Source: an optimization exercise on an open RTL-to-GDS flow (aim: small area, a short achievable clock period and few clock cycles). Production flows keep margins and buffers that such runs may drop. Only simulation tests tie the RTL to the original design; equivalence was not proved. Power and IR drop assume default switching activity.

==> flow/design.v <==
`timescale 1ns/1ps
module full_adder 
  (
   i_bit1,
   i_bit2,
   i_carry,
   o_sum,
   o_carry
   );
  input  i_bit1;
  input  i_bit2;
  input  i_carry;
  output o_sum;
  output o_carry;
  wire   w_WIRE_1;
  wire   w_WIRE_2;
  wire   w_WIRE_3;
  assign w_WIRE_1 = i_bit1 ^ i_bit2;
  assign w_WIRE_2 = w_WIRE_1 & i_carry;
  assign w_WIRE_3 = i_bit1 & i_bit2;
  assign o_sum   = w_WIRE_1 ^ i_carry;
  assign o_carry = w_WIRE_2 | w_WIRE_3;
endmodule
module carry_lookahead_adder
  #(parameter WIDTH=32)
  (
   input [WIDTH-1:0] i_add1,
   input [WIDTH-1:0] i_add2,
   output [WIDTH:0]  o_result
   );
  wire [WIDTH:0]     w_C;
  wire [WIDTH-1:0]   w_G, w_P, w_SUM;
  genvar             ii;
  generate
    for (ii=0; ii<WIDTH; ii=ii+1) 
      begin
        full_adder full_adder_inst
            ( 
              .i_bit1(i_add1[ii]),
              .i_bit2(i_add2[ii]),
              .i_carry(w_C[ii]),
              .o_sum(w_SUM[ii]),
              .o_carry()
              );
      end
  endgenerate
  genvar             jj;
  generate
    for (jj=0; jj<WIDTH; jj=jj+1) 
      begin
        assign w_G[jj]   = i_add1[jj] & i_add2[jj];
        assign w_P[jj]   = i_add1[jj] | i_add2[jj];
        assign w_C[jj+1] = w_G[jj] | (w_P[jj] & w_C[jj]);
      end
  endgenerate
  assign w_C[0] = 1'b0;  
  assign o_result = {w_C[WIDTH], w_SUM};    
endmodule  
`timescale 1ns/1ps
module alu (
    input wire[4:0] i_alu_operator,
    input  wire[31:0] i_alu_operand_1,
    input  wire[31:0] i_alu_operand_2,
    output wire[31:0] o_alu_output,
    output wire o_alu_br_cond
);
wire [32:0] r_adder_out;
wire [32:0] r_substract_out;
wire [31:0] i_alu_operand_2_comp;
carry_lookahead_adder uut1
                (
                .i_add1(i_alu_operand_1),
                .i_add2(i_alu_operand_2),
                .o_result(r_adder_out)
                );
assign i_alu_operand_2_comp=((~i_alu_operand_2)+1);
carry_lookahead_adder  uut2
                (
                .i_add1(i_alu_operand_1),
                .i_add2(i_alu_operand_2_comp),
                .o_result(r_substract_out)
                );
wire[31:0] lsl_val;
wire[31:0] lru_val;
wire[31:0] lra_val;
wire[31:0] add_val;
wire[31:0] sub_val;
wire[31:0] and_val;
wire[31:0] or_val;
wire[31:0] xor_val;
wire[31:0] sltu_val;
wire[31:0] slt_val;
assign lsl_val = i_alu_operand_1 << i_alu_operand_2[4:0];
assign lru_val = i_alu_operand_1 >> i_alu_operand_2[4:0];
assign lra_val = $signed(i_alu_operand_1) >>> $signed(i_alu_operand_2[4:0]);
assign add_val = r_adder_out[31:0];
assign sub_val = r_substract_out[31:0];
assign and_val = i_alu_operand_1 & i_alu_operand_2;
assign or_val = i_alu_operand_1 | i_alu_operand_2;
assign xor_val = i_alu_operand_1 ^ i_alu_operand_2;
assign sltu_val = i_alu_operand_1 < i_alu_operand_2;
assign slt_val = $signed(i_alu_operand_1) < $signed(i_alu_operand_2);
assign o_alu_output = i_alu_operator == 5'b00000 ? i_alu_operand_1 :
                      i_alu_operator == 5'b00001             ? lsl_val         :
                      i_alu_operator == 5'b00010      ? lru_val         :
                      i_alu_operator == 5'b00011        ? lra_val         :
                      i_alu_operator == 5'b00100             ? add_val         :
                      i_alu_operator == 5'b00101             ? sub_val         :
                      i_alu_operator == 5'b00110             ? and_val         :
                      i_alu_operator == 5'b00111              ? or_val          :
                      i_alu_operator == 5'b01000             ? xor_val         :
                      i_alu_operator == 5'b01001      ? sltu_val         :
                      i_alu_operator == 5'b01010        ? slt_val        :
                      i_alu_operator == 5'b01011 ? i_alu_operand_2 :
                      32'b0;
assign o_alu_br_cond = i_alu_operator == 5'b01100 && sub_val==32'b0   ?  1'b1 :
                       i_alu_operator == 5'b01101 && sub_val!=32'b0   ?  1'b1 :
                       i_alu_operator == 5'b01110 && slt_val==32'b1  ?  1'b1 :
                       i_alu_operator == 5'b01111 && sltu_val==32'b1 ?  1'b1 :
                       i_alu_operator == 5'b10000 && slt_val==32'b0  ?  1'b1 :
                       i_alu_operator == 5'b10001 && sltu_val==32'b0 ?  1'b1 :
                       1'b0;
endmodule
`timescale 1ns / 1ps
module branch(
input wire i_branch_cond,
input wire[31:0] i_jump_br_addr,
input wire[1:0] i_br_type,
output wire o_is_branching,
output wire[31:0] o_branch_addr
);
wire[31:0] jalr_jump_addr;
assign jalr_jump_addr = {i_jump_br_addr[31:1],1'b0};
assign o_is_branching = i_br_type== 2'b00 ? 1'b0 :  
                                            i_br_type== 2'b01 ? 1'b1 : 
                                                               i_br_type== 2'b10 ?  1'b1 :  
                                                                                    i_br_type==2'b11 && i_branch_cond==1'b1 ? 1'b1:
                                                                                                                            1'b0;
assign o_branch_addr = 
                        i_br_type== 2'b01 ? i_jump_br_addr : 
                                            i_br_type== 2'b10 ? jalr_jump_addr :  
                                                                i_br_type==2'b11 && i_branch_cond==1 ?   i_jump_br_addr: 32'b0  ;
endmodule
`timescale 1ns / 1ps
module control(
input wire[31:0] instr_in,
output wire[4:0] ALU_OP,
output wire REG_write_en,
output wire[1:0] BR_type,
output wire RAM_write_en ,
output wire RAM_read_en ,
output wire[3:0] RAM_ram_type ,
output wire RAM_sign,
output wire MUX_op1_select,
output wire MUX_op2_select,
output wire MUX_br_ret_addr_select,
output wire MUX_br_Addr_sel,
output wire[1:0] MUX_writeback 
    );
    wire is_branch;
    wire is_jal;
    wire is_jalr;
    wire is_auipc;
    wire is_lui;
    wire is_load;
    wire is_store;
    wire is_system;
    wire is_op;
    wire is_op_imm;
    assign is_branch = instr_in[6] & instr_in[5] & ~instr_in[4] & ~instr_in[3] & ~instr_in[2] & instr_in[1] & instr_in[0];
    assign is_jal = instr_in[6] & instr_in[5] & ~instr_in[4] & instr_in[3] & instr_in[2]  & instr_in[1] & instr_in[0];
    assign is_jalr = instr_in[6] & instr_in[5] & ~instr_in[4] & ~instr_in[3] & instr_in[2]  & instr_in[1] & instr_in[0];
    assign is_auipc = ~instr_in[6] & ~instr_in[5] & instr_in[4] & ~instr_in[3] & instr_in[2]  & instr_in[1] & instr_in[0];
    assign is_lui = ~instr_in[6] & instr_in[5] & instr_in[4] & ~instr_in[3] & instr_in[2]  & instr_in[1] & instr_in[0];
    assign is_op = ~instr_in[6] & instr_in[5] & instr_in[4] & ~instr_in[3] & ~instr_in[2]  & instr_in[1] & instr_in[0];
    assign is_op_imm = ~instr_in[6] & ~instr_in[5] & instr_in[4] & ~instr_in[3] & ~instr_in[2]  & instr_in[1] & instr_in[0];
    assign is_load = ~instr_in[6] & ~instr_in[5] & ~instr_in[4] & ~instr_in[3] & ~instr_in[2]  & instr_in[1] & instr_in[0];
    assign is_store = ~instr_in[6] & instr_in[5] & ~instr_in[4] & ~instr_in[3] & ~instr_in[2]  & instr_in[1] & instr_in[0];
    wire[2:0] FN3;
    wire FN7_BIT30;
    assign FN3 =  instr_in[14:12];
    assign FN7_BIT30=instr_in[30];
    assign ALU_OP = is_load || is_store || is_auipc || is_jal || is_jalr || (is_op && FN3==3'b000 && FN7_BIT30==0) || (is_op_imm && FN3==3'b000) ? 5'b00100 :
                      is_op && FN3==3'b000 && FN7_BIT30==1                                                                                             ? 5'b00101 :
                      ( is_op && FN3==3'b001 ) || (is_op_imm && FN3==3'b001)                                                                             ? 5'b00001 :
                      (is_op && FN3==3'b010) || (is_op_imm && FN3==3'b010)                                                                               ? 5'b01010 :
                      (is_op && FN3==3'b011) || (is_op_imm && FN3==3'b011)                                                                             ? 5'b01001 :
                      (is_op && FN3==3'b100) || (is_op_imm && FN3==3'b100)                                                                               ? 5'b01000 :
                      (is_op && FN3==3'b110) || (is_op_imm && FN3==3'b110)                                                                                 ? 5'b00111 :
                      (is_op && FN3==3'b111) || (is_op_imm && FN3==3'b111)                                                                               ? 5'b00110 :
                      (is_op && FN3==3'b101 && FN7_BIT30==0)|| (is_op_imm && FN3==3'b101 && FN7_BIT30==0)                                        ? 5'b00010 :
                      (is_op && FN3==3'b101 && FN7_BIT30==1)|| (is_op_imm && FN3==3'b101 && FN7_BIT30==1)                                        ? 5'b00011 :
                       is_lui == 1                                                                                                                           ? 5'b01011:
                       is_branch && FN3==3'b000                                                                                                            ? 5'b01100 :
                       is_branch && FN3==3'b001                                                                                                            ? 5'b01101 :
                       is_branch && FN3==3'b100                                                                                                            ? 5'b01110 :
                       is_branch && FN3==3'b101                                                                                                            ? 5'b10000 :
                       is_branch && FN3==3'b110                                                                                                           ? 5'b01111 :
                       is_branch && FN3==3'b111                                                                                                           ? 5'b10001 :
                      5'b00000;
    assign REG_write_en = is_op || is_op_imm || is_lui || is_auipc || is_jal || is_jalr || is_load   ? 1'b1 :
                          1'b0 ;
    assign BR_type       =  is_jal      ?  2'b01 :
                            is_jalr     ?  2'b10:
                            is_branch   ?  2'b11  :
                            2'b00 ;
    assign RAM_write_en  = is_store ? 1'b1 :
                           1'b0 ;
    assign RAM_read_en  = is_load ? 1'b1 :
                           1'b0 ;
    assign RAM_ram_type = (is_load && FN3==3'b000)|| (is_load && FN3==3'b100) || (is_store && FN3==3'b000)  ?  4'b0001 :
                          (is_load && FN3==3'b001)|| (is_load && FN3==3'b101) || (is_store && FN3==3'b001)  ?  4'b0011 :
                          (is_load && FN3==3'b010)  || (is_store && FN3==3'b010)                         ?  4'b1111 :
                          4'b0000 ; 
    assign RAM_sign    = (is_load && FN3==3'b100) || (is_load && FN3==3'b101) ? 1'b0 : 
                          1'b1 ;
    assign MUX_op1_select = is_auipc || is_jal ?  1'b0 :
                            1'b1 ;
    assign MUX_op2_select = is_op || is_branch ? 1'b1 :
                            1'b0 ;
    assign MUX_br_ret_addr_select =  is_branch  ? 1'b1 :
                                     1'b0 ;
    assign MUX_br_Addr_sel =         is_branch  ? 1'b1 :
                                     1'b0 ;
    assign MUX_writeback = is_jal || is_jalr                         ? 2'b01:
                           is_op || is_op_imm ||  is_lui || is_auipc ? 2'b10 :
                           is_load                                   ?  2'b11 :
                                                                         2'b00 ;  
endmodule
`timescale 1ns / 1ps
`timescale 1ns / 1ps
module IMM_OP (
    input  [31:0] INSTR,
    output [31:0] IMM_OP
    );
    wire [31:0] i_type;
    wire [31:0] s_type;
    wire [31:0] b_type;
    wire [31:0] u_type;
    wire [31:0] j_type;
    wire [31:0] csr_type;
    wire is_branch;
    wire is_jal;
    wire is_jalr;
    wire is_auipc;
    wire is_lui;
    wire is_load;
    wire is_store;
    wire is_system;
    wire is_op;
    wire is_op_imm;
    wire [2:0] IMM_TYPE;
    assign is_branch = INSTR[6] & INSTR[5] & ~INSTR[4] & ~INSTR[3] & ~INSTR[2];
    assign is_jal = INSTR[6] & INSTR[5] & ~INSTR[4] & INSTR[3] & INSTR[2];
    assign is_jalr = INSTR[6] & INSTR[5] & ~INSTR[4] & ~INSTR[3] & INSTR[2];
    assign is_auipc = ~INSTR[6] & ~INSTR[5] & INSTR[4] & ~INSTR[3] & INSTR[2];
    assign is_lui = ~INSTR[6] & INSTR[5] & INSTR[4] & ~INSTR[3] & INSTR[2];
    assign is_op = ~INSTR[6] & INSTR[5] & INSTR[4] & ~INSTR[3] & ~INSTR[2];
    assign is_op_imm = ~INSTR[6] & ~INSTR[5] & INSTR[4] & ~INSTR[3] & ~INSTR[2];
    assign is_load = ~INSTR[6] & ~INSTR[5] & ~INSTR[4] & ~INSTR[3] & ~INSTR[2];
    assign is_store = ~INSTR[6] & INSTR[5] & ~INSTR[4] & ~INSTR[3] & ~INSTR[2];
    assign i_type = { {20{INSTR[31]}}, INSTR[31:20] };
    assign s_type = { {20{INSTR[31]}}, INSTR[31:25], INSTR[11:7] };
    assign b_type = { {19{INSTR[31]}}, INSTR[31], INSTR[7], INSTR[30:25], INSTR[11:8], 1'b0 };
    assign u_type = { INSTR[31:12], 12'h000 };
    assign j_type = { {11{INSTR[31]}}, INSTR[31], INSTR[19:12], INSTR[20], INSTR[30:21], 1'b0 };
    assign csr_type = { 27'b0, INSTR[19:15] };
    assign IMM_TYPE = {is_lui | is_auipc | is_jal , is_store | is_branch , is_op_imm | is_load | is_jalr | is_branch | is_jal } ;
assign IMM_OP = 3'b010 == IMM_TYPE ? s_type :
                3'b011 == IMM_TYPE ? b_type :
                3'b100 == IMM_TYPE ? u_type :
                3'b101 == IMM_TYPE ? j_type : 
                i_type ;  
endmodule
`timescale 1ns / 1ps
module pc(
input wire i_clk,
input wire i_rst_n,
input wire[2:0] trap,
input wire i_is_branch_true,
input wire[31:0] i_branch_addr,
output reg[31:0] o_r_pc
);
reg branch_address_misaligned;
always @(*)
begin
if (i_is_branch_true==1'b1 && i_branch_addr[1:0]!=2'b00)
    branch_address_misaligned <= 1'b1;
else
    branch_address_misaligned <= 1'b0;
end
wire[32:0] pc_plus4_addr;
wire[31:0] pc_nxt;
carry_lookahead_adder uut(.i_add1(o_r_pc),.i_add2(4),.o_result(pc_plus4_addr));
always@(posedge i_clk)
begin
if (i_rst_n == 0)
    o_r_pc<=32'b0;
else 
    o_r_pc<=pc_nxt;
end
assign pc_nxt = branch_address_misaligned==0 && i_is_branch_true==1 ?   i_branch_addr :
                branch_address_misaligned==1 ? 1020:
                trap==2'b001 ?  2050 :
                trap==2'b010 ?  2051 :
                trap==2'b011 ?  2052 :
                trap==3'b100 ? o_r_pc:
                pc_plus4_addr[31:0] ;
endmodule
`timescale 1ns / 1ps
module regs(
input i_clk,
input wire i_rst_n,
input wire[4:0] i_rs1_addr,
input wire[4:0] i_rs2_addr,
input wire[4:0] i_rd_addr,
input wire[31:0] i_rd_data,
input wire i_write_en,
output wire[31:0] o_rs1_data,
output wire[31:0] o_rs2_data
    );
    wire is_i_rs1_addr_zero;
    wire is_i_rs2_addr_zero;
    wire is_rd_fwd_rs1;
    wire is_rd_fwd_rs2;
    reg[31:0] reg_x[31:1];
    integer i;
    always@(posedge i_clk)
    begin
    if(i_rst_n==0)
    begin
    for(i=1;i<32;i=i+1)
                reg_x[i]<=32'b0;  
    end
    else if(i_write_en==1'b1 &&  i_rd_addr != 5'b00000)
    begin
            reg_x[i_rd_addr]<=i_rd_data;
    end        
    end
    assign is_i_rs1_addr_zero= i_rs1_addr==5'b00000;
    assign is_i_rs2_addr_zero= i_rs2_addr==5'b00000;
    assign o_rs1_data = is_i_rs1_addr_zero==1 ? 32'b0 :  reg_x[i_rs1_addr];
    assign o_rs2_data = is_i_rs2_addr_zero==1 ? 32'b0 : reg_x[i_rs2_addr];
endmodule
`timescale 1ns / 1ps
module ram_2 #(
    parameter w=32,
    parameter h=8,
    parameter l=4
    )(
    clk,
    ram_wdat,
    ram_we,
    ram_type,
    sign,
    ram_addr,
    ram_re,
    data_reg,
    o_memory_address_misaligned,
    wea,
    dina,
    bram_addr,
    data_read
    );
    input   wire          clk;
    input   wire   [w-1:0]  ram_wdat;
    input   wire          ram_we;
    input   wire  [l-1:0]   ram_type;
    input wire sign;
    input   wire   [w-1:0]  ram_addr;
    input   wire            ram_re;
    output  wire     [w-1:0] data_reg;
    output  wire o_memory_address_misaligned;
wire[31:0] ram_word_aligned_addr;
wire[1:0] ram_word__position;
assign ram_word_aligned_addr = {2'b00,ram_addr[31:2]};
assign ram_word__position=ram_addr[1:0];
output wire [3 : 0] wea;
output wire [31 : 0] dina; 
output wire [31:0] bram_addr;
input wire [31:0] data_read ;
assign bram_addr = ram_word_aligned_addr;
reg memory_address_misaligned ;
always @(*)
begin
if (    (ram_type==4'b0011 && ram_addr[0] != 1'b0 ) || (ram_type==4'b1111 && ram_addr[1:0] != 2'b00) ) 
        memory_address_misaligned<= 1'b1;
else 
        memory_address_misaligned<= 1'b0;
end
assign o_memory_address_misaligned = memory_address_misaligned ;
assign wea = memory_address_misaligned==1'b0 && ram_we && ram_type==4'b1111 ? 4'b1111 :
              memory_address_misaligned==1'b0 &&  ram_we && ram_type==4'b0011 && ram_word__position==2'b00 ? 4'b0011 :
             memory_address_misaligned==1'b0 &&  ram_we && ram_type==4'b0011 && ram_word__position==2'b10 ? 4'b1100 :
              memory_address_misaligned==1'b0 &&  ram_we &&  ram_type==4'b0001 && ram_word__position==2'b00 ? 4'b0001 : 
              memory_address_misaligned==1'b0 &&  ram_we &&  ram_type==4'b0001 && ram_word__position==2'b01 ? 4'b0010 :
              memory_address_misaligned==1'b0 &&  ram_we &&  ram_type==4'b0001 && ram_word__position==2'b10 ? 4'b0100 :
              memory_address_misaligned==1'b0 &&  ram_we &&  ram_type==4'b0001 && ram_word__position==2'b11 ? 4'b1000 : 4'b0000;
assign dina =memory_address_misaligned==1'b0 &&  ram_we && ram_type==4'b1111 ? ram_wdat :
              memory_address_misaligned==1'b0 &&  ram_we && ram_type==4'b0011 && ram_word__position==2'b00 ? ram_wdat :
              memory_address_misaligned==1'b0 &&  ram_we && ram_type==4'b0011 && ram_word__position==2'b10 ? {ram_wdat[2*h-1:0],16'b0} :
              memory_address_misaligned==1'b0 &&  ram_we &&  ram_type==4'b0001 && ram_word__position==2'b00 ? {24'b0,ram_wdat[h-1:0]} : 
              memory_address_misaligned==1'b0 &&  ram_we &&  ram_type==4'b0001 && ram_word__position==2'b01 ? {16'b0,ram_wdat[h-1:0],8'b0} :
              memory_address_misaligned==1'b0 &&  ram_we &&  ram_type==4'b0001 && ram_word__position==2'b10 ?{8'b0,ram_wdat[h-1:0],16'b0} :
              memory_address_misaligned==1'b0 &&  ram_we &&  ram_type==4'b0001 && ram_word__position==2'b11 ? {ram_wdat[h-1:0],24'b0} : 32'b0000;             
wire[h-1:0] data1;
wire[h-1:0] data2;
wire[h-1:0] data3;
wire[h-1:0] data4;
assign data1 = ram_type==4'b1111 || (ram_type==4'b0011 && ram_word__position==2'b00) || (ram_type==4'b0001 && ram_word__position==2'b00)  ? data_read[h-1:0] :
               ram_type==4'b0001 && ram_word__position==2'b01 ? data_read[2*h-1:h] :
               ram_type==4'b0011 && ram_word__position==2'b10 || (ram_type==4'b0001 && ram_word__position==2'b10)? data_read[3*h-1:2*h] :
               ram_type==4'b0001 && ram_word__position==2'b11 ? data_read[4*h-1:3*h]: 8'b00000000;
assign data2 =  ram_type==4'b1111 || (ram_type==4'b0011 && ram_word__position==2'b00)  ? data_read[2*h-1:h] :
                ram_type==4'b0011 && ram_word__position==2'b10  ? data_read[4*h-1:3*h] :  8'b00000000;
assign data3 =ram_type==4'b1111 ? data_read[3*h-1:2*h]:8'b00000000;
assign data4 =ram_type==4'b1111 ? data_read[4*h-1:3*h]:8'b00000000;
wire [w-1:0]signedbyte;
wire [w-1:0]unsignedbyte;
wire [w-1:0]signedhalfword;
wire [w-1:0]unsignedhalfword;
wire [w-1:0]signedthreequaters;
wire [w-1:0]unsignedthreequaters;
wire [w-1:0]fullword;
assign signedbyte={{24{data1[7]}},data1};
assign unsignedbyte={24'b0,data1};
assign signedhalfword={{16{data2[7]}},data2,data1};
assign unsignedhalfword={16'b0,data2,data1};
assign signedthreequaters={{8{data3[7]}},data3,data2,data1};
assign unsignedthreequaters={8'b0,data3,data2,data1};
assign fullword={data4,data3,data2,data1};
assign data_reg=(memory_address_misaligned==1'b0 && sign==1 && ram_type==4'b0001 && ram_re==1 )?signedbyte:
                (memory_address_misaligned==1'b0 && sign==0 && ram_type==4'b0001 && ram_re==1)?unsignedbyte:
                (memory_address_misaligned==1'b0 && sign==1 && ram_type==4'b0011 && ram_re==1)?signedhalfword:
                (memory_address_misaligned==1'b0 && sign==0 && ram_type==4'b0011 && ram_re==1)?unsignedhalfword:
                (memory_address_misaligned==1'b0 && ram_type==4'b1111 && ram_re==1)?fullword:
                 32'b0;
endmodule
`timescale 1ns / 1ps
module s_core(
input wire clk ,
input wire rst_n,
output wire[31:0] o_imem_addr,
input wire[31:0] i_imem_data,
output wire[31:0] o_dmem_addr,
output wire[3:0] o_dmem_we,
output wire[31:0] o_dmem_wdata,
input wire[31:0] i_dmem_rdata
);
wire[2:0] trap;
wire o_memory_address_misaligned;             
wire i_pc_is_branch_true; 
wire[31:0] i_pc_branch_addr;
wire[31:0] pc_out;
wire o_branch_address_misaligned;
pc uut_pc (clk,
        rst_n,
        trap,
        i_pc_is_branch_true,
        i_pc_branch_addr,
        pc_out
);
wire instrom_write_en; 
wire[31:0] instrom_pc_in;
wire[31:0] inst_mem_addr;
wire[31:0] inst_mem_data;
wire[31:0] inst_rom_out;
assign instrom_write_en=0;
assign inst_mem_data =0;
assign inst_mem_addr=0;
assign inst_rom_out = i_imem_data;
assign o_imem_addr = instrom_pc_in;
reg reg_load_handle;
wire wire_load_handle;
assign wire_load_handle = inst_rom_out[6:2] == 5'b00000 && reg_load_handle==0 ? 1'b1:0;
always @(posedge clk)
begin 
if(rst_n==0) 
        reg_load_handle<=0;
else
        reg_load_handle<=wire_load_handle;
end
assign trap = o_memory_address_misaligned==1 ? 2'b011:
              inst_rom_out[6:2] == 5'b11100 && inst_rom_out[14:12]==3'b000 && inst_rom_out[31:20]==12'b000000000000 ?2'b001 :
              inst_rom_out[6:2] == 5'b11100 && inst_rom_out[14:12]==3'b000 && inst_rom_out[31:20]==12'b000000000001 ?2'b010 :
               wire_load_handle==1 ? 3'b100 :3'b000;
wire[4:0] rs1_addr;
wire[4:0] rs2_addr;
wire[4:0]  rd_addr;
wire[31:0] rd_data;
wire reg_write_en; 
wire[31:0] rs1_data;
wire[31:0] rs2_data;
regs uut_reg (clk,
            rst_n,
            rs1_addr,
            rs2_addr,
            rd_addr,
            rd_data,
            reg_write_en & ~wire_load_handle,  
            rs1_data,
            rs2_data);
wire reg_rd_ctrl; 
wire [31:0 ] ALU_input_1;
wire [31:0 ] ALU_input_2;
wire[4:0] ALU_operator;
wire[31:0] ALU_out;
wire ALU_br_cond;
alu uut_alu(.i_alu_operator(ALU_operator),.i_alu_operand_1(ALU_input_1),.i_alu_operand_2(ALU_input_2),.o_alu_output(ALU_out),.o_alu_br_cond(ALU_br_cond));
wire[31:0] imm_out;
IMM_OP uut_imm_gen (inst_rom_out,imm_out);
wire[31:0] adder_in_1;
wire[32:0] cla_adder_out;
carry_lookahead_adder uut_adder(.i_add1(adder_in_1),.i_add2(pc_out),.o_result(cla_adder_out));
wire[31:0] adder_out;
assign adder_out=cla_adder_out[31:0];
wire[31:0] br_jump_addr ;
wire br_cond_in ;
wire[1:0] br_type ;   
wire br_is_branching ;
wire[31:0] br_addr ; 
branch uut_branch (br_cond_in , br_jump_addr , br_type ,br_is_branching, br_addr) ;
wire[31:0] ram_write_data_in;
wire ram_write_en ;  
wire[3:0] ram_type ; 
wire[31:0] ram_addr ;
wire ram_read_en ; 
wire[31:0] ram_data_out ;
wire ram_sign ; 
ram_2 uut_ram(
    clk,
    ram_write_data_in,
    ram_write_en,
    ram_type,
    ram_sign,
    ram_addr,
    ram_read_en,
    ram_data_out ,
    o_memory_address_misaligned,
    o_dmem_we,
    o_dmem_wdata,
    o_dmem_addr,
    i_dmem_rdata
    );
wire op1_select;
assign ALU_input_1 = op1_select==1 ? rs1_data : pc_out ;
wire op2_select;
assign ALU_input_2 = op2_select==1 ? rs2_data : imm_out ;
wire BR_OR_RETURN_select;
assign adder_in_1 = BR_OR_RETURN_select==1 ? imm_out : 32'h00000004 ; 
wire addr_sel;
assign br_jump_addr = addr_sel==1 ? adder_out : ALU_out;
wire[1:0] writeback_sel;
wire[31:0] rd_writeback;
assign rd_writeback = writeback_sel == 2'b01 ? adder_out    :
                      writeback_sel == 2'b10  ? ALU_out      :
                      writeback_sel == 2'b11 ? ram_data_out : 32'b0 ;
control uut_ctrl ( 
inst_rom_out,
ALU_operator,
reg_write_en,
br_type,
ram_write_en ,
ram_read_en ,
ram_type,
ram_sign,
op1_select,
op2_select,
BR_OR_RETURN_select,
addr_sel,
writeback_sel
 );
assign instrom_pc_in=pc_out;
assign rs1_addr=inst_rom_out[19:15];
assign rs2_addr=inst_rom_out[24:20];
assign rd_addr=inst_rom_out[11:7];  
assign rd_data =rd_writeback;  
assign br_cond_in = ALU_br_cond;
assign i_pc_is_branch_true = br_is_branching;
assign i_pc_branch_addr = br_addr; 
assign ram_write_data_in = rs2_data ; 
assign ram_addr = ALU_out ;
endmodule
==> flow/run.sh <==
#!/bin/bash
# synth_recipe.tcl (not shown) runs the flow's synth.tcl, then flattens the netlist and writes it again
# the make line also repeats each setting of config.mk as NAME=value (left out here)
make -C /OpenROAD-flow-scripts/flow DESIGN_CONFIG=/design/flow/config.mk WORK_HOME=/design/flow/orfs CLKGATE_MAP_FILE= SYNTH_SCRIPT=/design/flow/synth_recipe.tcl finish
==> flow/config.mk <==
export PLATFORM = sky130hd
export DESIGN_NAME = s_core
export DESIGN_NICKNAME = s_core
export VERILOG_FILES = /design/flow/design.v
export SDC_FILE = /design/flow/constraint.sdc
export NUM_CORES = 4
export LEC_CHECK = 0
export CAP_MARGIN = 20
export CORE_MARGIN = 2
export CORE_UTILIZATION = 40
export PLACE_DENSITY = 0.6
export SLEW_MARGIN = 20
==> flow/constraint.sdc <==
create_clock -name core_clock -period 28.0 [get_ports {clk}]
set_input_delay 5.6000 -clock core_clock [delete_from_list [all_inputs] [get_ports {clk}]]
set_output_delay 5.6000 -clock core_clock [all_outputs]
set_load 0.01 [all_outputs]
==> impl_metrics.yaml <==
detailed_routing:
  drc: 0
  first_iter_violations: 10800
  first_pass_iters: 7
  ant_nets: 0
  vias_per_cell: 7.05
  wire_per_inst_um: 41.5
  num_vias: 62500
  drt-total-wl_mm: 367
power:
  irDropWorstVdd_v: 0.0000532
  clock_power_share_pct: 34.4
  pwr-share-comb_pct: 23.1
  power.share.switching_pct: 31.6
  seq_power_share_pct: 42.5
  p_per_area_nw_per_um2: 53.5
  power.static_leakage_nw: 28.7
  net-switching-power_mw: 1.35
  cell_internal_pwr_mw: 2.93
setup_path:
  cpPeakStageDelay_ns: 0.54
  critPathMaxFanout: 6
  worst_path_max_delay_cell: "a21oi_1"
  crit_path_end_kind: "output pin"
  crit_arrival_ns: 21.81
  worst-path-stages: 51
  r2r_cells: 51
  path_buf_inv: 10
  crit_path_start_kind: "input pin"
  critPathTopFamily: "adder cells"
  path_class: "input pin to output pin"
  cp_common_cell: "fa_2"
  worstPathRequired_ns: 22.40
sta:
  finalSetupViolCount: 0
  hold_violations: 0
  relSlewSlack_pct: 5.29
  rsz0062_at_grt: "false"
  clock_skew_ns: 0.0638
  tightest_slew_ns: 1.41
  slew_violations: 0
  max_freq_mhz: 36.5
  finalCriticalPeriod_ns: 27.41
  holdWs_ns: 0.456
  fin_crit_sh_pct: 97.9
global_routing:
  track_usage_pct: 40.2
  grt_max_degree: 79
  grt_overflow: 0
  grt_pass1_wl_mm: 494
  antenna_found_initial: 33
  first_global_vias: 59100
synthesis:
  async_reset_ff_share_pct: 0
  synth_warnings: 4
  yosys.area.top_type: "edfxtp_1"
  yosys-top-cells-area: "edfxtp_1 44%, mux4_2 11%, mux2i_1 5.4%"
  avgSynthCellArea_um2: 11.2
  synth_area_um2: 69800
  synth_top_area_share_pct: 44.1
  syn_inst: 6240
  synth-edff-count: 1024
  ys.flop_type: "edfxtp_1"
  ys_ff_latch: 1057
  ys_seq_area_share_pct: 45.0
  yosysUniqueCellTypes: 103
die:
  core-area_um2: 174000
  die_width_um: 422
  die_area_um2: 178000
  num_rows: 153
  start_util_pct: 40.2
  io_pins: 166
  die_y_um: 422
clocking:
  clkLatencyLatePin_ns: 0.79
  cts_max_level: 3
  numCtsBuffers: 110
  clk_pin_slew_ns: 0.09
  cts_root_buf: "clkbuf_16"
  clock_path_buffers: 3
  cts_tree: "done"
  cts_num_sinks: 1057
min_path:
  hold_depth: 1
  hp-class: "flip-flop to flip-flop"
placed_design:
  port_buffers: 163
  hpwlAfterDp_mm: 250
  gp_congestion: 1.08
  dpl-instance-area_um2: 76100
layout:
  mostFrequentLayoutCells: "1024 x edfxtp_1, 903 x nor2_1, 509 x buf_4, 457 x a21oi_1, 374 x mux2i_1"
  finish.utilization_pct: 46.1
  drive_gt1_share_pct: 21.3
  final_common_cell: "edfxtp_1"
  area_delta_synth_final_pct: 14.8
  fin_nets: 6707
  design_area_um2: 80000
outcome:
  status: "timing/DRC/antenna clean"
flow_run:
  maxCapViolCount: 0
[sequential cells by signal, summed over array words and instances, names as in the netlist]
register         flops
uut_pc.o_r_pc       32
uut_reg.reg_x     1024
reg_load_handle      1
[through the flow]
| step | instances | total power, mW | setup WS, ns | setup TNS [ns] |
|---|---|---|---|---|
| global placement | 8621 | 2.77 | -1.57 | -3.58 |
| detailed placement | 8625 | 2.78 | -1.51 | -3.40 |
| floorplan | 6274 | 2.33 | 0.0306 | 0 |
| global route | 8842 | 4.35 | 0.198 | 0 |
| CTS | 8829 | 4.22 | 0.00540 | 0 |
| finish | 8853 | 4.28 | 0.594 | 0 |
[kinds of logic after synthesis]
group | Yosys count | synth area share, %
other | 1 | 0.00538
flip-flops | 1057 | 45.0
buffers and inverters | 810 | 5.30
multiplexers | 797 | 17.8
adder cells (fa/ha/maj) | 217 | 4.86
XOR/XNOR | 36 | 0.452
AND/OR/NAND/NOR | 1767 | 11.2
AO/OA/AOI/OAI | 1555 | 15.3
[worst paths after layout]
path,from,to,slack (ns)
worst max-delay path,i_imem_data[24],o_dmem_addr[29],0.59
worst min-delay path,reg_load_handle,reg_load_handle,0.46
worst max register to register,uut_reg.reg_x[12][1],uut_pc.o_r_pc[5],10.07
worst min register to register,reg_load_handle,reg_load_handle,0.46
[power by group through the flow]
| stage | logic (mW) | clock network [mW] | registers (mW) |
|---|---|---|---|
| after floorplan | 0.500 | 0 | 1.83 |
| after global placement | 0.927 | 0 | 1.85 |
| final | 0.991 | 1.47 | 1.82 |
| after CTS | 0.936 | 1.47 | 1.82 |
| after detailed placement | 0.927 | 0 | 1.85 |
| after global routing | 1.01 | 1.53 | 1.82 |
[layout make-up]
| type | instances | area (µm²) |
|---|---|---|
| timing repair buffer | 700 | 5950 |
| sequential | 1057 | 31400 |
| tap | 2325 | 2910 |
| clock inverter | 68 | 606 |
| inverter | 148 | 558 |
| multi-input combinational | 4407 | 35700 |
| clock buffer | 136 | 2870 |
| antenna | 12 | 30.0 |
| fill | 16000 | 93600 |
[Yosys cell counts, types with 60 or more instances]
library cell	instances
edfxtp_1	1024
nor2_1	909
a21oi_1	464
clkbuf_1	386
mux2i_1	378
mux4_2	349
nand2_1	328
o21ai_0	210
nor3_1	168
a22oi_1	146
buf_2	132
ha_1	127
inv_1	123
fa_1	90
o211ai_1	82
buf_4	77
nand3_1	74
mux2_2	70
a211oi_1	61
o22ai_1	60
[per-layer routing]
layer  wire [µm]  track usage (%)  part of all wire, %  vias up
met5         159                0                0.043        -
met1      122000             47.6                   33    31100
li1            -                -                    -    24300
met2      156000             58.9                   42     5556
met4       36700             32.3                   10       24
met3       52600             14.3                   14     1522
[repair_timing]
action,4_1_cts,5_1_grt
pin swaps,6,11
endpoints found under the setup margin,4,3
hold buffers,0,0
buffers inserted,0,3
gates resized for setup,43,30
Testbench counts, summed over its fixed seeds: cycles 88,061.

==> port drivers added, routing unchanged <==
No port has a modelled driver above. Below, the same layout with a new extraction and two added sets of constraints.
Step 1 assumes that a clkbuf_16 drives the clock port and a buf_2 every other input.
Step 2 moves the port delays by t, midway between the first and last clock arrival at a register: inputs arrive t later, outputs are due t later. That takes back most of the time a late clock gives input paths.
Three values: no drivers, after step 1, after step 2; two values: the first two.
t (ns): 0.832
setup slack, ns: 0.594 / 0.464 / 0.464
worst slew at a driven data input, ns: 0.15
After both steps this run still meets setup and hold. For this run, drivers alone change the setup slack by -0.130 ns; drivers and shift together by -0.130 ns.
